From an optimization exercise on the open Yosys and OpenROAD flow, aimed at small area; shortcuts taken in it are not production practice.
Where RTL was checked, it was by simulation tests only, not by an equivalence proof against the original.
The clock port is modelled as an ideal driver; clocking choices that lean on that would not hold on a real chip.
Power and IR drop assume default switching activity.

==> module top_stopwatch, before the edit <==
module top_stopwatch (
    input wire clk,
    input wire CLR,
    input wire PAUSE,
    input wire record_btn_raw,
    input wire browse_btn_raw,
    output wire [15:0] DATA,
    output wire [1:0] LED_TEST,
    output wire LED15,
    output wire LED14,
    output wire LED13,
    output wire LED12
);
    wire rst_n = CLR;
    reg [1:0] lo;
    reg [2:0] hi;
    reg [2:0] hi_next;
    wire tick_scan = (lo == 2'b01);
    wire tick_cnt  = tick_scan & (hi == 3'b011);
    always @(*) begin
        case (hi)
            3'b000: hi_next = 3'b001;
            3'b001: hi_next = 3'b011;
            3'b011: hi_next = 3'b111;
            3'b111: hi_next = 3'b110;
            default: hi_next = 3'b000;
        endcase
    end
    always @(posedge clk or negedge rst_n) begin
        if (!rst_n) begin
            lo <= 2'b00;
            hi <= 3'b000;
        end
        else begin
            lo <= {lo[0], ~lo[1]};
            if (lo == 2'b10)
                hi <= hi_next;
        end
    end
    reg rec_dly, brw_dly;
    wire rec_press = ~record_btn_raw & rec_dly;
    wire brw_press = ~browse_btn_raw & brw_dly;
    always @(posedge clk or negedge rst_n) begin
        if (!rst_n) begin
            rec_dly <= 1'b1;
            brw_dly <= 1'b1;
        end
        else begin
            rec_dly <= record_btn_raw;
            brw_dly <= browse_btn_raw;
        end
    end
    localparam [2:0] LIVE = 3'b010;
    function [2:0] jnext;
        input [2:0] c;
        jnext = {c[1:0], ~c[2]};
    endfunction
    reg [2:0] browse;
    reg [2:0] scan;
    reg [2:0] rec_idx;
    wire browsing = (browse != LIVE);
    wire do_record = rec_press & ~browsing;
    always @(posedge clk or negedge rst_n) begin
        if (!rst_n) begin
            browse  <= LIVE;
            rec_idx <= 3'b000;
        end
        else begin
            if (browsing) begin
                if (rec_press)
                    browse <= jnext(browse);
                else if (brw_press)
                    browse <= LIVE;
            end
            else begin
                if (rec_press)
                    rec_idx <= jnext(rec_idx);
                else if (brw_press)
                    browse <= 3'b000;
            end
        end
    end
    reg [6:0] centi;
    reg [5:0] sec;
    reg [5:0] min;
    wire en_c = tick_cnt & PAUSE & ~browsing;
    wire wrap_c = en_c & centi[6] & centi[5] & centi[1] & centi[0];
    wire wrap_s = wrap_c & sec[5] & sec[4] & sec[3] & sec[1] & sec[0];
    wire wrap_m = wrap_s & min[5] & min[4] & min[3] & min[1] & min[0];
    wire [6:0] t_c;
    wire [5:0] t_s, t_m;
    assign t_c[0] = en_c;
    assign t_s[0] = wrap_c;
    assign t_m[0] = wrap_s;
    genvar gi;
    generate
        for (gi = 1; gi < 7; gi = gi + 1) begin : g_c
            assign t_c[gi] = t_c[gi-1] & centi[gi-1];
        end
        for (gi = 1; gi < 6; gi = gi + 1) begin : g_sm
            assign t_s[gi] = t_s[gi-1] & sec[gi-1];
            assign t_m[gi] = t_m[gi-1] & min[gi-1];
        end
    endgenerate
    always @(posedge clk or negedge rst_n) begin
        if (!rst_n) begin
            centi <= 7'd0;
            sec <= 6'd0;
            min <= 6'd0;
        end
        else begin
            centi <= (centi ^ t_c) & ~({7{wrap_c}} & 7'b1100100);
            sec <= (sec ^ t_s) & ~({6{wrap_s}} & 6'b111100);
            min <= (min ^ t_m) & ~({6{wrap_m}} & 6'b111100);
        end
    end
    wire [18:0] live = {min, sec, centi};
    wire clear = (scan == 3'd0);
    reg [18:0] slot0, slot1, slot2, slot3, slot4, slot5;
    always @(posedge clk) begin
        if (clear || (do_record && rec_idx == 3'b000)) slot0 <= live;
        if (clear || (do_record && rec_idx == 3'b001)) slot1 <= live;
        if (clear || (do_record && rec_idx == 3'b011)) slot2 <= live;
        if (clear || (do_record && rec_idx == 3'b111)) slot3 <= live;
        if (clear || (do_record && rec_idx == 3'b110)) slot4 <= live;
        if (clear || (do_record && rec_idx == 3'b100)) slot5 <= live;
    end
    reg [2:0] src;
    always @(posedge clk)
        src <= browse;
    reg [18:0] shown;
    always @(*) begin
        case (src)
            3'b000: shown = slot0;
            3'b001: shown = slot1;
            3'b011: shown = slot2;
            3'b111: shown = slot3;
            3'b110: shown = slot4;
            3'b100: shown = slot5;
            LIVE:   shown = live;
            default: shown = 19'd0;
        endcase
    end
    reg [3:0] digit;    
    reg [2:0] scan_n;
    reg [1:0] fsel;
    reg dsel;
    reg [7:0] sel;
    always @(*) begin
        case (scan)
            3'd0: begin scan_n = 3'd4; fsel = 2'd0; dsel = 1'b0; sel = 8'b00000000; end
            3'd4: begin scan_n = 3'd6; fsel = 2'd0; dsel = 1'b1; sel = 8'b00000010; end
            3'd6: begin scan_n = 3'd7; fsel = 2'd1; dsel = 1'b0; sel = 8'b00000001; end
            3'd7: begin scan_n = 3'd3; fsel = 2'd1; dsel = 1'b1; sel = 8'b10000000; end
            3'd3: begin scan_n = 3'd1; fsel = 2'd2; dsel = 1'b0; sel = 8'b01000000; end
            3'd1: begin scan_n = 3'd5; fsel = 2'd2; dsel = 1'b1; sel = 8'b00100000; end
            3'd5: begin scan_n = 3'd4; fsel = 2'd0; dsel = 1'b0; sel = 8'b00010000; end
            default: begin scan_n = 3'd4; fsel = 2'd0; dsel = 1'b0; sel = 8'b00000000; end
        endcase
    end
    reg [6:0] field;
    always @(*) begin
        case (fsel)
            2'd0: field = {1'b0, shown[18:13]};
            2'd1: field = {1'b0, shown[12:7]};
            default: field = shown[6:0];
        endcase
    end
    wire [3:0] tens = field / 7'd10;
    wire [3:0] ones = field % 7'd10;
    always @(posedge clk or negedge rst_n) begin
        if (!rst_n) begin
            scan <= 3'd0;
            digit <= 4'd8;
        end
        else if (tick_scan) begin
            scan <= scan_n;
            digit <= dsel ? ones : tens;
        end
    end
    wire [6:0] seg;
    bcd_to_seg7 u_seg (.bcd(digit), .seg7(seg));
    assign DATA = {sel, 1'b0, seg};
    assign LED_TEST = {brw_press, rec_press};
    assign LED15 = ~CLR;
    assign LED14 = ~PAUSE;
    assign LED13 = ~record_btn_raw;
    assign LED12 = ~browse_btn_raw;
endmodule
clock: 10.0 ns
lec_check: 0
abc_area: 1
cap_margin: 0
core_margin: 2
core_utilization: 65
place_density: 0.75
slew_margin: 0
standard.sh (not shown) runs the stock make flow with config.mk's settings and CLKGATE_MAP_FILE= SYNTH_SCRIPT=/design/flow/synth_recipe.tcl, a recipe that flattens the netlist after the stock synthesis.
==> flow/flow/run.sh <==
#!/bin/bash
# Own layout flow: the standard flow (standard.sh), with these changes to how
# the layout is made:
#   * synthesis maps the combinational logic with an area-oriented ABC script
#     (flow/abc_area.script) instead of ORFS's abc_area.script; registers are
#     mapped by the unchanged standard synthesis before ABC runs;
#   * port buffers use sky130_fd_sc_hd__buf_1 (still one buffer per port);
#   * clock tree synthesis uses clkbuf_4 leaf buffers under a clkbuf_8 root and
#     inserts no dummy loads; after it, flow/post_cts.tcl upsizes to clkbuf_8
#     each leaf buffer whose estimated clock-pin slew is over 100 ps.
# Each step's full output goes to a log file of its own in this folder.
set -euo pipefail
W=$(pwd)
rm -rf "$W/scripts_mod"
cp -r "$FLOW_HOME/scripts" "$W/scripts_mod"
cp "$W/flow/abc_area.script" "$W/scripts_mod/abc_area.script"
export SCRIPTS_DIR="$W/scripts_mod"
export BUFFER_PORTS_ARGS="-buffer_cell sky130_fd_sc_hd__buf_1"
export CTS_ARGS="-sink_clustering_enable -repair_clock_nets -dont_use_dummy_load -buf_list sky130_fd_sc_hd__clkbuf_4 -root_buf sky130_fd_sc_hd__clkbuf_8"
export POST_CTS_TCL="$W/flow/post_cts.tcl"
bash standard.sh synth > "$W/log_synth.txt" 2>&1
bash standard.sh floorplan > "$W/log_floorplan.txt" 2>&1
bash standard.sh place > "$W/log_place.txt" 2>&1
bash standard.sh cts > "$W/log_cts.txt" 2>&1
bash standard.sh route > "$W/log_route.txt" 2>&1
bash standard.sh finish > "$W/log_finish.txt" 2>&1
test -f "$W/out/final.def"
Other scripts of this flow, unchanged in this note and not shown: flow/flow/abc_area.script, flow/flow/post_cts.tcl
Rerun with:
--- a/flow/design.v
+++ b/flow/design.v
@@ -160,29 +160,14 @@
             LIVE:   shown = live;
             default: shown = 19'd0;
         endcase
     end
     reg [3:0] digit;    
-    reg [2:0] scan_n;
-    reg [1:0] fsel;
-    reg dsel;
-    reg [7:0] sel;
-    always @(*) begin
-        case (scan)
-            3'd0: begin scan_n = 3'd4; fsel = 2'd0; dsel = 1'b0; sel = 8'b00000000; end
-            3'd4: begin scan_n = 3'd6; fsel = 2'd0; dsel = 1'b1; sel = 8'b00000010; end
-            3'd6: begin scan_n = 3'd7; fsel = 2'd1; dsel = 1'b0; sel = 8'b00000001; end
-            3'd7: begin scan_n = 3'd3; fsel = 2'd1; dsel = 1'b1; sel = 8'b10000000; end
-            3'd3: begin scan_n = 3'd1; fsel = 2'd2; dsel = 1'b0; sel = 8'b01000000; end
-            3'd1: begin scan_n = 3'd5; fsel = 2'd2; dsel = 1'b1; sel = 8'b00100000; end
-            3'd5: begin scan_n = 3'd4; fsel = 2'd0; dsel = 1'b0; sel = 8'b00010000; end
-            default: begin scan_n = 3'd4; fsel = 2'd0; dsel = 1'b0; sel = 8'b00000000; end
-        endcase
-    end
+    wire [2:0] next_d = (scan == 3'd6) ? 3'd0 : scan;
     reg [6:0] field;
     always @(*) begin
-        case (fsel)
+        case (next_d[2:1])
             2'd0: field = {1'b0, shown[18:13]};
             2'd1: field = {1'b0, shown[12:7]};
             default: field = shown[6:0];
         endcase
     end
@@ -192,13 +177,25 @@
         if (!rst_n) begin
             scan <= 3'd0;
             digit <= 4'd8;
         end
         else if (tick_scan) begin
-            scan <= scan_n;
-            digit <= dsel ? ones : tens;
-        end
+            scan <= next_d + 3'd1;
+            digit <= next_d[0] ? ones : tens;
+        end
+    end
+    reg [7:0] sel;
+    always @(*) begin
+        case (scan)
+            3'd1: sel = 8'b00000010;
+            3'd2: sel = 8'b00000001;
+            3'd3: sel = 8'b10000000;
+            3'd4: sel = 8'b01000000;
+            3'd5: sel = 8'b00100000;
+            3'd6: sel = 8'b00010000;
+            default: sel = 8'b00000000;
+        endcase
     end
     wire [6:0] seg;
     bcd_to_seg7 u_seg (.bcd(digit), .seg7(seg));
     assign DATA = {sel, 1'b0, seg};
     assign LED_TEST = {brw_press, rec_press};
The changed run finished clean; clock power came out lower by a few percent; combinational power is about the same; final area rises slightly; global-route usage goes down by 2.0 points; flip-flop and latch count is unchanged; clock skew is about the same; worst hold slack is worse by 0.036 ns; routed wire length decreases by a few percent; area after synthesis goes up slightly; maximum frequency shrinks slightly; core utilization is lower by 1.8 points; die area increases slightly; power falls slightly; final cell count went up slightly.

========
## purple
Another version of the RTL of top_stopwatch (not shown whole).
For scale: roughly 440 cells after synthesis, ~160 flip-flops, roughly 27 I/O pins.
==> module top_stopwatch, before the edit <==
module top_stopwatch (
    input wire clk,
    input wire CLR,
    input wire PAUSE,
    input wire record_btn_raw,
    input wire browse_btn_raw,
    output wire [15:0] DATA,
    output wire [1:0] LED_TEST,
    output wire LED15,
    output wire LED14,
    output wire LED13,
    output wire LED12
);
    wire rst_n = CLR;
    reg [1:0] lo;
    reg [2:0] hi;
    reg [2:0] hi_next;
    wire tick_scan = (lo == 2'b01);
    wire tick_cnt  = tick_scan & (hi == 3'b011);
    always @(*) begin
        case (hi)
            3'b000: hi_next = 3'b001;
            3'b001: hi_next = 3'b011;
            3'b011: hi_next = 3'b111;
            3'b111: hi_next = 3'b110;
            default: hi_next = 3'b000;
        endcase
    end
    always @(posedge clk or negedge rst_n) begin
        if (!rst_n) begin
            lo <= 2'b00;
            hi <= 3'b000;
        end
        else begin
            lo <= {lo[0], ~lo[1]};
            if (lo == 2'b10)
                hi <= hi_next;
        end
    end
    reg rec_dly, brw_dly;
    wire rec_press = ~record_btn_raw & rec_dly;
    wire brw_press = ~browse_btn_raw & brw_dly;
    always @(posedge clk or negedge rst_n) begin
        if (!rst_n) begin
            rec_dly <= 1'b1;
            brw_dly <= 1'b1;
        end
        else begin
            rec_dly <= record_btn_raw;
            brw_dly <= browse_btn_raw;
        end
    end
    localparam [2:0] LIVE = 3'b010;
    function [2:0] jnext;
        input [2:0] c;
        jnext = {c[1:0], ~c[2]};
    endfunction
    reg [2:0] browse;
    reg [2:0] rec_idx;
    reg clear;
    wire browsing = (browse != LIVE);
    wire do_record = rec_press & ~browsing;
    always @(posedge clk or negedge rst_n) begin
        if (!rst_n) begin
            browse  <= LIVE;
            rec_idx <= 3'b000;
            clear   <= 1'b1;
        end
        else begin
            clear <= 1'b0;
            if (browsing) begin
                if (rec_press)
                    browse <= jnext(browse);
                else if (brw_press)
                    browse <= LIVE;
            end
            else begin
                if (rec_press)
                    rec_idx <= jnext(rec_idx);
                else if (brw_press)
                    browse <= 3'b000;
            end
        end
    end
    reg [6:0] centi;
    reg [5:0] sec;
    reg [5:0] min;
    wire en_c = tick_cnt & PAUSE & ~browsing;
    wire wrap_c = en_c & centi[6] & centi[5] & centi[1] & centi[0];
    wire wrap_s = wrap_c & sec[5] & sec[4] & sec[3] & sec[1] & sec[0];
    wire wrap_m = wrap_s & min[5] & min[4] & min[3] & min[1] & min[0];
    wire [6:0] t_c;
    wire [5:0] t_s, t_m;
    assign t_c[0] = en_c;
    assign t_s[0] = wrap_c;
    assign t_m[0] = wrap_s;
    genvar gi;
    generate
        for (gi = 1; gi < 7; gi = gi + 1) begin : g_c
            assign t_c[gi] = t_c[gi-1] & centi[gi-1];
        end
        for (gi = 1; gi < 6; gi = gi + 1) begin : g_sm
            assign t_s[gi] = t_s[gi-1] & sec[gi-1];
            assign t_m[gi] = t_m[gi-1] & min[gi-1];
        end
    endgenerate
    always @(posedge clk or negedge rst_n) begin
        if (!rst_n) begin
            centi <= 7'd0;
            sec <= 6'd0;
            min <= 6'd0;
        end
        else begin
            centi <= (centi ^ t_c) & ~({7{wrap_c}} & 7'b1100100);
            sec <= (sec ^ t_s) & ~({6{wrap_s}} & 6'b111100);
            min <= (min ^ t_m) & ~({6{wrap_m}} & 6'b111100);
        end
    end
    wire [18:0] live = {min, sec, centi};
    reg [18:0] slot0, slot1, slot2, slot3, slot4, slot5;
    always @(posedge clk) begin
        if (clear || (do_record && rec_idx == 3'b000)) slot0 <= live;
        if (clear || (do_record && rec_idx == 3'b001)) slot1 <= live;
        if (clear || (do_record && rec_idx == 3'b011)) slot2 <= live;
        if (clear || (do_record && rec_idx == 3'b111)) slot3 <= live;
        if (clear || (do_record && rec_idx == 3'b110)) slot4 <= live;
        if (clear || (do_record && rec_idx == 3'b100)) slot5 <= live;
    end
    reg [2:0] src;
    always @(posedge clk)
        src <= browse;
    reg [18:0] shown;
    always @(*) begin
        case (src)
            3'b000: shown = slot0;
            3'b001: shown = slot1;
            3'b011: shown = slot2;
            3'b111: shown = slot3;
            3'b110: shown = slot4;
            3'b100: shown = slot5;
            LIVE:   shown = live;
            default: shown = 19'd0;
        endcase
    end
    reg [2:0] scan;
    reg [3:0] digit;    
    wire [2:0] next_d = (scan == 3'd6) ? 3'd0 : scan;
    reg [6:0] field;
    always @(*) begin
        case (next_d[2:1])
            2'd0: field = {1'b0, shown[18:13]};
            2'd1: field = {1'b0, shown[12:7]};
            default: field = shown[6:0];
        endcase
    end
    wire [3:0] tens = field / 7'd10;
    wire [3:0] ones = field % 7'd10;
    always @(posedge clk or negedge rst_n) begin
        if (!rst_n) begin
            scan <= 3'd0;
            digit <= 4'd8;
        end
        else if (tick_scan) begin
            scan <= next_d + 3'd1;
            digit <= next_d[0] ? ones : tens;
        end
    end
    reg [7:0] sel;
    always @(*) begin
        case (scan)
            3'd1: sel = 8'b00000010;
            3'd2: sel = 8'b00000001;
            3'd3: sel = 8'b10000000;
            3'd4: sel = 8'b01000000;
            3'd5: sel = 8'b00100000;
            3'd6: sel = 8'b00010000;
            default: sel = 8'b00000000;
        endcase
    end
    wire [6:0] seg;
    bcd_to_seg7 u_seg (.bcd(digit), .seg7(seg));
    assign DATA = {sel, 1'b0, seg};
    assign LED_TEST = {brw_press, rec_press};
    assign LED15 = ~CLR;
    assign LED14 = ~PAUSE;
    assign LED13 = ~record_btn_raw;
    assign LED12 = ~browse_btn_raw;
endmodule
export LEC_CHECK = 0
export ABC_AREA = 1
export CAP_MARGIN = 0
export CORE_MARGIN = 2
export CORE_UTILIZATION = 40
export SLEW_MARGIN = 0
create_clock -name core_clock -period 10.0 [get_ports {clk}]
==> flow/flow/run.sh <==
#!/bin/bash
# Own layout flow: the standard flow (standard.sh), with three changes to how
# the layout is made:
#   * synthesis maps the combinational logic with an area-oriented ABC script
#     (flow/abc_area.script) instead of ORFS's abc_area.script; registers are
#     mapped by the unchanged standard synthesis before ABC runs;
#   * port buffers use sky130_fd_sc_hd__buf_1 (still one buffer per port);
#   * clock tree synthesis uses clkbuf_8 buffers and inserts no dummy loads.
# Each step's full output goes to a log file of its own in this folder.
set -euo pipefail
W=$(pwd)
rm -rf "$W/scripts_mod"
cp -r "$FLOW_HOME/scripts" "$W/scripts_mod"
cp "$W/flow/abc_area.script" "$W/scripts_mod/abc_area.script"
export SCRIPTS_DIR="$W/scripts_mod"
export BUFFER_PORTS_ARGS="-buffer_cell sky130_fd_sc_hd__buf_1"
export CTS_ARGS="-sink_clustering_enable -repair_clock_nets -dont_use_dummy_load -buf_list sky130_fd_sc_hd__clkbuf_8 -root_buf sky130_fd_sc_hd__clkbuf_8"
bash standard.sh synth > "$W/log_synth.txt" 2>&1
bash standard.sh floorplan > "$W/log_floorplan.txt" 2>&1
bash standard.sh place > "$W/log_place.txt" 2>&1
bash standard.sh cts > "$W/log_cts.txt" 2>&1
bash standard.sh route > "$W/log_route.txt" 2>&1
bash standard.sh finish > "$W/log_finish.txt" 2>&1
test -f "$W/out/final.def"
==> flow/flow/abc_area.script <==
&get -n
&st
&dch -f
&nf -R 1000
&put
topo
diff inputs: purple => orange
--- a/flow/design.v
+++ b/flow/design.v
@@ -73,24 +73,22 @@
     localparam [2:0] LIVE = 3'b010;
     function [2:0] jnext;
         input [2:0] c;
         jnext = {c[1:0], ~c[2]};
     endfunction
     reg [2:0] browse;
+    reg [2:0] scan;
     reg [2:0] rec_idx;
-    reg clear;
     wire browsing = (browse != LIVE);
     wire do_record = rec_press & ~browsing;
     always @(posedge clk or negedge rst_n) begin
         if (!rst_n) begin
             browse  <= LIVE;
             rec_idx <= 3'b000;
-            clear   <= 1'b1;
-        end
-        else begin
-            clear <= 1'b0;
+        end
+        else begin
             if (browsing) begin
                 if (rec_press)
                     browse <= jnext(browse);
                 else if (brw_press)
                     browse <= LIVE;
             end
@@ -134,12 +132,13 @@
             centi <= (centi ^ t_c) & ~({7{wrap_c}} & 7'b1100100);
             sec <= (sec ^ t_s) & ~({6{wrap_s}} & 6'b111100);
             min <= (min ^ t_m) & ~({6{wrap_m}} & 6'b111100);
         end
     end
     wire [18:0] live = {min, sec, centi};
+    wire clear = (scan == 3'd0);
     reg [18:0] slot0, slot1, slot2, slot3, slot4, slot5;
     always @(posedge clk) begin
         if (clear || (do_record && rec_idx == 3'b000)) slot0 <= live;
         if (clear || (do_record && rec_idx == 3'b001)) slot1 <= live;
         if (clear || (do_record && rec_idx == 3'b011)) slot2 <= live;
         if (clear || (do_record && rec_idx == 3'b111)) slot3 <= live;
@@ -159,13 +158,12 @@
             3'b110: shown = slot4;
             3'b100: shown = slot5;
             LIVE:   shown = live;
             default: shown = 19'd0;
         endcase
     end
-    reg [2:0] scan;
     reg [3:0] digit;    
     wire [2:0] next_d = (scan == 3'd6) ? 3'd0 : scan;
     reg [6:0] field;
     always @(*) begin
         case (next_d[2:1])
             2'd0: field = {1'b0, shown[18:13]};
Findings:
orange: total placed cells including tap cells 4 below purple
Against purple as the reference, orange delivers a lower worst reg2reg path depth.
Worst-case vdd ir drop: orange vs purple up 19%
Comparing purple with orange, the number of vias per cell after detailed routing came out essentially unchanged.
Final area up 0.39% in orange wrt purple
Only the layout flow was run in purple; the RTL was not checked for function there.

static timing again, ports no longer ideal:
The results above use ideal ports. As a check the final layouts listed here were re-extracted and re-timed, cells and wires unchanged.
Step 1 sets driving cells, clkbuf_16 on the clock port and buf_2 on the other inputs (assumed; they add their load-dependent delay and slew).
Step 2, shift: input delay + t, output delay - t, t = (earliest + latest rising clock arrival at the registers) / 2. This alone moves slack from input paths to output paths.
Three values: ideal, step 1, step 2; two values: the first two.
run | t (ns) | setup WS [ns] | hold WS [ns]
the first run of note 1 | 0.453 | 4.973 / 4.973 / 4.973 | 0.424 / 0.424 / 0.424
the second run of note 1 | 0.440 | 4.926 / 4.904 / 4.904 | 0.389 / 0.389 / 0.389
purple | 0.472 | 5.166 / 5.142 / 5.142 | 0.413 / 0.413 / 0.413
orange | 0.463 | 5.182 / 5.158 / 5.158 | 0.401 / 0.401 / 0.401
After both steps setup and hold are still met in every run listed.
